Background: an optimization exercise with open tools, aiming at small area, a short achievable clock period and few clock cycles per item. Do not read the settings as production practice. Only simulation tests tie the RTL to the original design; equivalence was not proved. Power and IR drop assume default switching activity.

==> run a <==
Design main_file, start of the top module:
module main_file
(
    input  wire        clk,
    input  wire        rst,         
    input  wire        start,       
    output wire        done,        
    output wire [7:0]  mem_addr,    
    output wire        mem_we,      
    output wire [31:0] mem_wdata,   
    input  wire [31:0] mem_rdata    
);
==> module main_file, before the edit <==
module main_file
(
    input  wire        clk,
    input  wire        rst,         
    input  wire        start,       
    output wire        done,        
    output wire [7:0]  mem_addr,    
    output wire        mem_we,      
    output wire [31:0] mem_wdata,   
    input  wire [31:0] mem_rdata    
);
reg        busy, fin;
reg        ph_b;            
reg        wr;              
reg  [3:0] i, j, m;
reg [31:0] R;
wire [31:0] g0 = ~mem_rdata & R;
wire [31:0] p0 = ~mem_rdata | R;
wire [7:0]  g1, p1;
wire [3:0]  g2, p2;
wire [1:0]  g3, p3;
genvar k;
generate
    for (k = 0; k < 8; k = k + 1) begin : c1
        assign g1[k] = g0[4*k+3] | p0[4*k+3] & (g0[4*k+2] | p0[4*k+2] & (g0[4*k+1] | p0[4*k+1] & g0[4*k]));
        assign p1[k] = &p0[4*k+3:4*k];
    end
    for (k = 0; k < 4; k = k + 1) begin : c2
        assign g2[k] = g1[2*k+1] | (p1[2*k+1] & g1[2*k]);
        assign p2[k] = p1[2*k+1] & p1[2*k];
    end
    for (k = 0; k < 2; k = k + 1) begin : c3
        assign g3[k] = g2[2*k+1] | (p2[2*k+1] & g2[2*k]);
        assign p3[k] = p2[2*k+1] & p2[2*k];
    end
endgenerate
wire       lt   = g3[1] | (p3[1] & g3[0]);
wire       ph_a = wr & ~ph_b;
assign done      = fin;
assign mem_addr  = {2'b00, j, 2'b00};
assign mem_wdata = R;
assign mem_we    = wr & ~rst;
always @(posedge clk) begin
    if (rst) begin
        busy <= 1'b0;
        fin  <= 1'b0;
        ph_b <= 1'b0;
        wr   <= 1'b0;
    end else if (!busy) begin
        if (start) begin
            busy <= 1'b1;
            fin  <= 1'b0;
            i    <= 4'd0;
            j    <= 4'd11;
        end
    end else if (ph_b) begin
        ph_b <= 1'b0;
        wr   <= 1'b0;
        i    <= i + 4'd1;
        j    <= 4'd11;
        if (i == 4'd10) begin
            busy <= 1'b0;
            fin  <= 1'b1;
        end
    end else if (ph_a) begin
        R    <= mem_rdata;
        ph_b <= 1'b1;
        if (!lt)
            j <= m;
    end else begin
        if (j == 4'd11 || lt) begin
            R  <= mem_rdata;
            m  <= j;
        end
        j <= j - 4'd1;
        wr <= (j - 4'd1 == i);
    end
end
endmodule
==> flow/config.mk <==
export PLATFORM = sky130hd
export DESIGN_NAME = main_file
export DESIGN_NICKNAME = main_file
export VERILOG_FILES = /design/flow/design.v
export SDC_FILE = /design/flow/constraint.sdc
export NUM_CORES = 4
export LEC_CHECK = 0
export CAP_MARGIN = 20
export CORE_MARGIN = 2
export CORE_UTILIZATION = 40
export SLEW_MARGIN = 20
==> flow/constraint.sdc <==
create_clock -name core_clock -period 10.0 [get_ports {clk}]
set_input_delay 2.0000 -clock core_clock [delete_from_list [all_inputs] [get_ports {clk}]]
set_output_delay 2.0000 -clock core_clock [all_outputs]
set_load 0.01 [all_outputs]
standard.sh (not shown) runs the stock make flow with config.mk's settings and CLKGATE_MAP_FILE= SYNTH_SCRIPT=/design/flow/synth_recipe.tcl, a recipe that flattens the netlist after the stock synthesis.
==> flow/flow/run.sh <==
#!/bin/bash
# Layout: the standard flow (standard.sh) with these changes:
#  - after the standard synthesis, the gates between the registers are
#    re-mapped by ABC for area (flow/resyn.tcl); registers keep their names
#    and cells;
#  - port buffers are buf_1 instead of the larger default;
#  - the clock tree uses clkbuf_8 only, without dummy loads.
set -euo pipefail
bash standard.sh synth > synth.log 2>&1
R=orfs/results/sky130hd/main_file/base
cp $R/1_2_yosys.v standard_synth.v
RESYN_IN=standard_synth.v RESYN_OUT=$R/1_2_yosys.v RESYN_SCRIPT=flow/resyn.abc \
  yosys -c flow/resyn.tcl > resyn.log 2>&1
bash standard.sh \
  BUFFER_PORTS_ARGS="-buffer_cell sky130_fd_sc_hd__buf_1" \
  SETUP_SLACK_MARGIN=5.7 \
  CTS_ARGS="-sink_clustering_enable -repair_clock_nets -dont_use_dummy_load -buf_list sky130_fd_sc_hd__clkbuf_8" \
  finish > layout.log 2>&1
==> flow/flow/resyn.abc <==
strash
dch -f
map -a
==> flow/flow/resyn.tcl <==
# Re-map the combinational logic of the standard synthesis netlist for area.
# Flip-flops (and tie cells) are kept as black boxes, so every register keeps
# its name and cell type; only the gates between them are re-mapped by ABC.
yosys -import
set lib $::env(FLOW_HOME)/platforms/sky130hd/lib/sky130_fd_sc_hd__tt_025C_1v80.lib
set dont_use {}
set f [open $::env(FLOW_HOME)/platforms/sky130hd/config.mk r]
foreach c [lsort -unique [regexp -all -inline {sky130_fd_sc_hd__[a-z0-9_]+} [read $f]]] {
  lappend dont_use -dont_use $c
}
close $f
read_liberty -ignore_miss_func -ignore_miss_data_latch $lib
read_verilog $::env(RESYN_IN)
hierarchy -top $::env(FLOW_TOP)
set seq {}
foreach c [regexp -all -inline {sky130_fd_sc_hd__[a-z0-9_]+} [exec grep -o {sky130_fd_sc_hd__[a-z0-9_]*} $::env(RESYN_IN)]] {
  if {[regexp {df|conb} $c]} { lappend seq $c }
}
yosys blackbox {*}[lsort -unique $seq]
flatten
# the flattened gates' pin wires get private names, so ports keep theirs
yosys rename -hide w:*.*
opt_clean -purge
abc -liberty $lib {*}$dont_use -script $::env(RESYN_SCRIPT)
opt_clean -purge
# cells as black boxes again, so checks see pin directions and only the top is written
read_liberty -lib -overwrite $lib
setundef -zero
hilomap -singleton -hicell sky130_fd_sc_hd__conb_1 HI -locell sky130_fd_sc_hd__conb_1 LO
splitnets
opt_clean -purge
# ports driven by a constant get a buffer each, as in the standard synthesis
insbuf -buf sky130_fd_sc_hd__buf_4 A X
opt_clean -purge
tee -o resyn_stat.txt stat -liberty $lib
check -assert -mapped
write_verilog -noattr -nohex -nodec $::env(RESYN_OUT)
==> run b: changes against run a <==
--- a/flow/design.v
+++ b/flow/design.v
@@ -11,6 +11,5 @@
 );
-reg        busy, fin;
+reg  [3:0] i, j, m;
 reg        ph_b;            
 reg        wr;              
-reg  [3:0] i, j, m;
 reg [31:0] R;
@@ -37,4 +36,5 @@
 wire       lt   = g3[1] | (p3[1] & g3[0]);
+wire       idle = i[3] & i[1] & i[0];       
 wire       ph_a = wr & ~ph_b;
-assign done      = fin;
+assign done      = idle & ~i[2];            
 assign mem_addr  = {2'b00, j, 2'b00};
@@ -44,13 +44,12 @@
     if (rst) begin
-        busy <= 1'b0;
-        fin  <= 1'b0;
+        i    <= 4'd15;
+        j    <= 4'd11;
         ph_b <= 1'b0;
         wr   <= 1'b0;
-    end else if (!busy) begin
-        if (start) begin
-            busy <= 1'b1;
-            fin  <= 1'b0;
-            i    <= 4'd0;
-            j    <= 4'd11;
-        end
+    end else if (idle) begin
+        j    <= 4'd11;
+        ph_b <= 1'b0;
+        wr   <= 1'b0;
+        if (start)
+            i <= 4'd0;
     end else if (ph_b) begin
@@ -58,8 +57,4 @@
         wr   <= 1'b0;
-        i    <= i + 4'd1;
+        i    <= i + 4'd1;             
         j    <= 4'd11;
-        if (i == 4'd10) begin
-            busy <= 1'b0;
-            fin  <= 1'b1;
-        end
     end else if (ph_a) begin
@@ -67,4 +62,4 @@
         ph_b <= 1'b1;
-        if (!lt)
-            j <= m;
+        wr   <= 1'b1;
+        j    <= lt ? i : m;
     end else begin
@@ -74,4 +69,5 @@
         end
-        j <= j - 4'd1;
-        wr <= (j - 4'd1 == i);
+        ph_b <= 1'b0;
+        j    <= j - 4'd1;
+        wr   <= (j - 4'd1 == i);
     end
--- a/flow/config.mk
+++ b/flow/config.mk
@@ -9,3 +9,3 @@
 export CORE_MARGIN = 2
-export CORE_UTILIZATION = 40
+export CORE_UTILIZATION = 60
 export SLEW_MARGIN = 20
==> run c: changes against run a <==
--- a/flow/design.v
+++ b/flow/design.v
@@ -11,6 +11,5 @@
 );
-reg        busy, fin;
+reg  [3:0] i, j, m;
 reg        ph_b;            
 reg        wr;              
-reg  [3:0] i, j, m;
 reg [31:0] R;
@@ -37,4 +36,5 @@
 wire       lt   = g3[1] | (p3[1] & g3[0]);
+wire       idle = i[3] & i[1] & i[0];       
 wire       ph_a = wr & ~ph_b;
-assign done      = fin;
+assign done      = idle & ~i[2];            
 assign mem_addr  = {2'b00, j, 2'b00};
@@ -44,13 +44,12 @@
     if (rst) begin
-        busy <= 1'b0;
-        fin  <= 1'b0;
+        i    <= 4'd15;
+        j    <= 4'd11;
         ph_b <= 1'b0;
         wr   <= 1'b0;
-    end else if (!busy) begin
-        if (start) begin
-            busy <= 1'b1;
-            fin  <= 1'b0;
-            i    <= 4'd0;
-            j    <= 4'd11;
-        end
+    end else if (idle) begin
+        j    <= 4'd11;
+        ph_b <= 1'b0;
+        wr   <= 1'b0;
+        if (start)
+            i <= 4'd0;
     end else if (ph_b) begin
@@ -58,8 +57,4 @@
         wr   <= 1'b0;
-        i    <= i + 4'd1;
+        i    <= i + 4'd1;             
         j    <= 4'd11;
-        if (i == 4'd10) begin
-            busy <= 1'b0;
-            fin  <= 1'b1;
-        end
     end else if (ph_a) begin
@@ -67,4 +62,4 @@
         ph_b <= 1'b1;
-        if (!lt)
-            j <= m;
+        wr   <= 1'b1;
+        j    <= lt ? i : m;
     end else begin
@@ -74,4 +69,5 @@
         end
-        j <= j - 4'd1;
-        wr <= (j - 4'd1 == i);
+        ph_b <= 1'b0;
+        j    <= j - 4'd1;
+        wr   <= (j - 4'd1 == i);
     end
==> summary of the runs <==
- Run c completed without violations. Run a passed the timing, DRC and antenna checks. Run b produced a clean layout.
- In run b the synthesized area is smaller than in run a, by about 6.5%.
- Fmax: run c > run b > run a.
- Global-route usage, highest first: run b, run c, run a.
- The lowest core utilization belongs to run a, the highest to run b.
- Clock power is about the same in run b and run c.
- In run a the sequential share of layout area is higher than in run c, by 3.3 points.
- Die area, highest first: run a, run c, run b.
- The lowest hold slack belongs to run a, the highest to run c.
- In run c the first-iteration DRC count is smaller than in run b, by about 15%.
- Critical path depth is the same in run c and run b.
- Non-clock buffer count, highest first: run c, run a, run b.
==> figures <==
| quantity | run a | run c | run b |
|---|---|---|---|
| Overall routed net length | 4708 µm | 4581 µm | 4302 µm |
| Max Clk Rate | 0.2326 GHz | 0.2341 GHz | 0.2333 GHz |
| Met1 track demand over resource | 21.36% | 21.14% | 26.90% |
| Clock tree skew after final layout | 0.005202 ns | 0.01184 ns | 0.003846 ns |
| Area fraction of clock buffers and clock inverters | 2.542% | 2.603% | 2.696% |
| Plain + repair buffers | 74 | 75 | 73 |
| Initial core utilization | 41.22% | 41.30% | 62.72% |
| Fraction of standard cell area that is sequential | 51.76% | 48.46% | 50.20% |
| Register area | 1401 µm² | 1281 µm² | 1281 µm² |
| Comb power | 0.0479 mW | 0.114 mW | 0.103 mW |
| Hold Worst Slack | 0.5012 ns | 0.5241 ns | 0.5145 ns |
| Status | no timing/DRC/antenna violations | no timing/DRC/antenna violations | no timing/DRC/antenna violations |
| Overall via count from detail_route | 1822 | 1767 | 1789 |
| Clk. pwr | 0.103 mW | 0.100 mW | 0.0989 mW |
| Data-path buffer share of cell area in the final layout | 11.23% | 12.73% | 11.37% |
| Critical path data arrival time | 2.30 ns | 2.27 ns | 2.29 ns |
| Gates resized, CTS repair | 8 | 7 | 7 |
| Routed wire length on met2 | 2031 µm | 2182 µm | 2205 µm |
| Detailed-route wire length on metal 1 | 2319 µm | 2058 µm | 1772 µm |
| Hold Path End | fin | m[1] | m[1] |
| Largest incremental delay on the critical path | 0.11 ns | 0.10 ns | 0.13 ns |
| Setup slack after layout | 5.701 ns | 5.728 ns | 5.714 ns |
| Post-synthesis area per instance | 10.12 µm² | 9.951 µm² | 9.951 µm² |
Testbench counts of run a, summed over its fixed seeds: cycles 17,088, sorts 192.
Testbench counts of run b, summed over its fixed seeds: cycles 17,088, sorts 192.
Testbench counts of run c, summed over its fixed seeds: cycles 17,088, sorts 192.

separate check: timing with driven ports:
Ports are ideal in the flow. The routed layouts listed here were re-timed in OpenROAD. Step 1 (the two cells are an assumption about what drives the block):
set clk [get_ports {clk}]
set_driving_cell -lib_cell sky130_fd_sc_hd__clkbuf_16 $clk
set_driving_cell -lib_cell sky130_fd_sc_hd__buf_2 [delete_from_list [all_inputs] $clk]
Step 2 moves the port delays by t, midway between the first and last clock arrival at a register: inputs arrive t later, outputs are due t later. That takes back most of the time a late clock gives input paths. a / b / c = no drivers / after step 1 / after step 2; a / b = the first two.
| run | t (ns) | setup slack, ns | worst setup path at the end | clock arrival spread, ns | worst data-port slew with drivers (ns) |
|---|---|---|---|---|---|
| run a | 0.321 | 5.701 / 5.664 / 5.664 | input to output | 0.005 / 0.005 | 0.05 |
| run b | 0.316 | 5.714 / 5.676 / 5.570 | input to register | 0.004 / 0.004 | 0.05 |
| run c | 0.312 | 5.728 / 5.690 / 5.598 | input to register | 0.012 / 0.012 | 0.05 |
After both steps setup and hold are still met in every run listed. The setup slack of run b, which loses most, moves by -0.038 ns with the drivers and by -0.144 ns with both steps.
